This is an optimization exercise on Yosys and OpenROAD, whose aim is small area and a short achievable clock period, not a production implementation. At most, simulation tests tie the RTL to the original design; equivalence was not proved. No activity file was given, so power comes from the tool's default toggle rates.

## MULTI_32bit
module MULTI_32bit(clk, rst, A, B, F);
  input clk, rst;
  input [31:0] A;
  input [31:0] B;
  output reg [31:0] F;
  reg r1_s;
  reg [7:0] r1_e;
  reg r1_c0_0;
  reg r1_c0_1;
  reg r1_c1_0;
  reg r1_c2_0;
  reg r1_c3_0;
  reg r1_c3_1;
  reg r1_c3_2;
  reg r1_c4_0;
  reg r1_c4_1;
  reg r1_c5_0;
  reg r1_c5_1;
  reg r1_c6_0;
  reg r1_c6_1;
  reg r1_c6_2;
  reg r1_c6_3;
  reg r1_c7_0;
  reg r1_c7_1;
  reg r1_c7_2;
  reg r1_c8_0;
  reg r1_c8_1;
  reg r1_c8_2;
  reg r1_c9_0;
  reg r1_c9_1;
  reg r1_c9_2;
  reg r1_c9_3;
  reg r1_c9_4;
  reg r1_c10_0;
  reg r1_c10_1;
  reg r1_c10_2;
  reg r1_c10_3;
  reg r1_c11_0;
  reg r1_c11_1;
  reg r1_c11_2;
  reg r1_c11_3;
  reg r1_c12_0;
  reg r1_c12_1;
  reg r1_c12_2;
  reg r1_c12_3;
  reg r1_c12_4;
  reg r1_c12_5;
  reg r1_c13_0;
  reg r1_c13_1;
  reg r1_c13_2;
  reg r1_c13_3;
  reg r1_c13_4;
  reg r1_c14_0;
  reg r1_c14_1;
  reg r1_c14_2;
  reg r1_c14_3;
  reg r1_c14_4;
  reg r1_c15_0;
  reg r1_c15_1;
  reg r1_c15_2;
  reg r1_c15_3;
  reg r1_c15_4;
  reg r1_c15_5;
  reg r1_c15_6;
  reg r1_c16_0;
  reg r1_c16_1;
  reg r1_c16_2;
  reg r1_c16_3;
  reg r1_c16_4;
  reg r1_c16_5;
  reg r1_c17_0;
  reg r1_c17_1;
  reg r1_c17_2;
  reg r1_c17_3;
  reg r1_c17_4;
  reg r1_c17_5;
  reg r1_c18_0;
  reg r1_c18_1;
  reg r1_c18_2;
  reg r1_c18_3;
  reg r1_c18_4;
  reg r1_c18_5;
  ...
Size in the first run: ~1800 cells after synthesis, ~98 I/O pins, about 22000 µm² of cells after synthesis.
Settings: LEC_CHECK=0, ABC_CLOCK_PERIOD_IN_PS=2500, CAP_MARGIN=20, CORE_MARGIN=2, CORE_UTILIZATION=50, CTS_BUF_LIST=sky130_fd_sc_hd__clkbuf_16, CTS_CLUSTER_DIAMETER=80, CTS_CLUSTER_SIZE=30, SETUP_SLACK_MARGIN=4.35, SLEW_MARGIN=20, SYNTH_HIERARCHICAL=1, SYNTH_MINIMUM_KEEP_SIZE=0; clock period 7.0 ns.
standard.sh (not shown) runs the stock make flow with config.mk's settings and CLKGATE_MAP_FILE= SYNTH_SCRIPT=/design/flow/synth_recipe.tcl, a recipe that flattens the netlist after the stock synthesis.
==> flow/flow/run.sh <==
#!/bin/bash
# The standard layout, but with port buffers of a plain buffer cell
# (buffer_ports otherwise picks a delay cell, clkdlybuf4s50_1).
set -euo pipefail
export BUFFER_PORTS_ARGS="-buffer_cell sky130_fd_sc_hd__buf_4"
bash standard.sh > make_finish.log 2>&1
The first run went through all stages and came out clean.
Change:
CORE_UTILIZATION = 40   (was 50)
SETUP_SLACK_MARGIN = 4.3   (was 4.35)
Effect: Power falls by 2.0%; clock skew rises by 0.0032 ns; via count falls by 0.89%; die area rises by 25%.

========
Another version of the RTL of MULTI_32bit (not shown whole).
Size: ~1900 cells after synthesis, about 98 I/O pins.
clock: 7.0 ns
lec_check: 0
abc_clock_period_in_ps: 2500
cap_margin: 20
core_margin: 2
core_utilization: 40
cts_buf_list: sky130_fd_sc_hd__clkbuf_16
cts_cluster_diameter: 80
cts_cluster_size: 30
place_density: 0.65
setup_slack_margin: 4.3
slew_margin: 20
synth_hierarchical: 1
synth_minimum_keep_size: 0
Scripts as last shown in full above: flow/flow/run.sh
The starting point completed with no timing, DRC or antenna violations.
Change:
PLACE_DENSITY = unset   (was 0.65)
Effect: Die area does not change. Routed wire length is higher by 1.4%. Final area came out higher by 0.50%. Non-clock buffer count rises by 2. Worst setup slack is better by 9.4 ps. Total power climbs by 1.9%. Register-to-register slack stays flat.
No run of this note included a check of the RTL's function; only the layout flow was run.

--- another note on this design; it stands on its own ---

==> run X <==
==> flow/design.v (excerpt) <==
module MULTI_32bit(clk, rst, A, B, F);
  input clk, rst;
  input [31:0] A;
  input [31:0] B;
  output reg [31:0] F;
  reg r1_s;
  reg [7:0] r1_e;
  reg r1_c0_0;
  reg r1_c0_1;
  reg r1_c1_0;
  reg r1_c2_0;
  reg r1_c3_0;
  reg r1_c3_1;
  reg r1_c3_2;
  reg r1_c4_0;
  reg r1_c4_1;
  reg r1_c5_0;
  reg r1_c5_1;
  reg r1_c6_0;
  reg r1_c6_1;
  reg r1_c6_2;
  reg r1_c6_3;
  reg r1_c7_0;
  reg r1_c7_1;
  reg r1_c7_2;
  reg r1_c8_0;
  reg r1_c8_1;
  reg r1_c8_2;
  reg r1_c9_0;
  reg r1_c9_1;
  reg r1_c9_2;
  reg r1_c9_3;
  reg r1_c9_4;
  reg r1_c10_0;
  reg r1_c10_1;
  reg r1_c10_2;
  reg r1_c10_3;
  reg r1_c11_0;
  reg r1_c11_1;
  reg r1_c11_2;
  reg r1_c11_3;
  reg r1_c12_0;
  reg r1_c12_1;
  reg r1_c12_2;
  reg r1_c12_3;
  reg r1_c12_4;
  reg r1_c12_5;
  reg r1_c13_0;
  reg r1_c13_1;
  reg r1_c13_2;
  reg r1_c13_3;
  reg r1_c13_4;
  reg r1_c14_0;
  reg r1_c14_1;
  reg r1_c14_2;
  reg r1_c14_3;
  reg r1_c14_4;
  reg r1_c15_0;
  reg r1_c15_1;
  ...
==> flow/config.mk <==
export PLATFORM = sky130hd
export DESIGN_NAME = MULTI_32bit
export DESIGN_NICKNAME = MULTI_32bit
export VERILOG_FILES = /design/flow/design.v
export SDC_FILE = /design/flow/constraint.sdc
export NUM_CORES = 4
export LEC_CHECK = 0
export ABC_CLOCK_PERIOD_IN_PS = 2500
export CAP_MARGIN = 20
export CORE_MARGIN = 2
export CORE_UTILIZATION = 40
export CTS_BUF_LIST = sky130_fd_sc_hd__clkbuf_8
export CTS_CLUSTER_DIAMETER = 60
export CTS_CLUSTER_SIZE = 20
export SETUP_SLACK_MARGIN = 4.3
export SLEW_MARGIN = 20
export SYNTH_HIERARCHICAL = 1
export SYNTH_MINIMUM_KEEP_SIZE = 0
==> flow/constraint.sdc <==
create_clock -name core_clock -period 7.0 [get_ports {clk}]
set_input_delay 1.4000 -clock core_clock [delete_from_list [all_inputs] [get_ports {clk}]]
set_output_delay 1.4000 -clock core_clock [all_outputs]
set_load 0.01 [all_outputs]
standard.sh (not shown) runs the stock make flow with config.mk's settings and CLKGATE_MAP_FILE= SYNTH_SCRIPT=/design/flow/synth_recipe.tcl, a recipe that flattens the netlist after the stock synthesis.
==> flow/flow/run.sh <==
#!/bin/bash
# The standard layout, but with port buffers of a plain buffer cell
# (buffer_ports otherwise picks a delay cell, clkdlybuf4s50_1).
set -euo pipefail
export BUFFER_PORTS_ARGS="-buffer_cell sky130_fd_sc_hd__buf_4"
bash standard.sh > make_finish.log 2>&1
==> run M: changes against run X <==
Settings changed: CTS_BUF_LIST sky130_fd_sc_hd__clkbuf_8 to sky130_fd_sc_hd__clkbuf_16, CTS_CLUSTER_DIAMETER 60 to 80, CTS_CLUSTER_SIZE 20 to 30.
==> notes.md <==
In run X the core utilization is lower than in run M, by 0.34 points.
In die area, run M and run X do not differ.
Clock-buffer cell count: run M is lower than run X (9).
Between run X and run M, the lower maximum frequency is in run X (gap 0.35%, measured against run M).
In run M the final cell count is smaller than in run X, by about 0.6%.
In sequential cell count, run X and run M do not differ.

-- what the ideal ports hide --
How much do the figures lean on ideal ports? The routed layouts below were timed once more, with nothing changed but the port constraints.
Step 1 (the two cells are an assumption about what drives the block):
set clk [get_ports {clk}]
set_driving_cell -lib_cell sky130_fd_sc_hd__clkbuf_16 $clk
set_driving_cell -lib_cell sky130_fd_sc_hd__buf_2 [delete_from_list [all_inputs] $clk]
Step 2 also shifts input and output timing later by t, the mid clock arrival at the registers, as if the neighbouring blocks saw the same clock.
Three values: ideal ports, drivers, drivers and shift; two values: the first two.
run	shift t [ns]	setup WS [ns]	hold WS [ns]	worst slew at a driven data input, ns
the first run of note 1	0.630	4.277 / 4.277 / 3.767	0.333 / 0.333 / 0.333	0.07
the second run of note 1	0.621	4.321 / 4.327 / 3.720	0.323 / 0.323 / 0.323	0.07
the first run of note 2	0.605	4.301 / 4.306 / 3.718	0.333 / 0.333 / 0.333	0.10
the second run of note 2	0.633	4.310 / 4.310 / 3.708	0.335 / 0.335 / 0.335	0.08
run X	0.713	4.295 / 4.295 / 3.636	0.337 / 0.337 / 0.337	0.07
run M	0.615	4.305 / 4.305 / 3.707	0.332 / 0.332 / 0.332	0.07
After both steps setup and hold are still met in every run listed. The setup slack of run X, which loses most, moves by 0.000 ns with the drivers and by -0.659 ns with both steps.
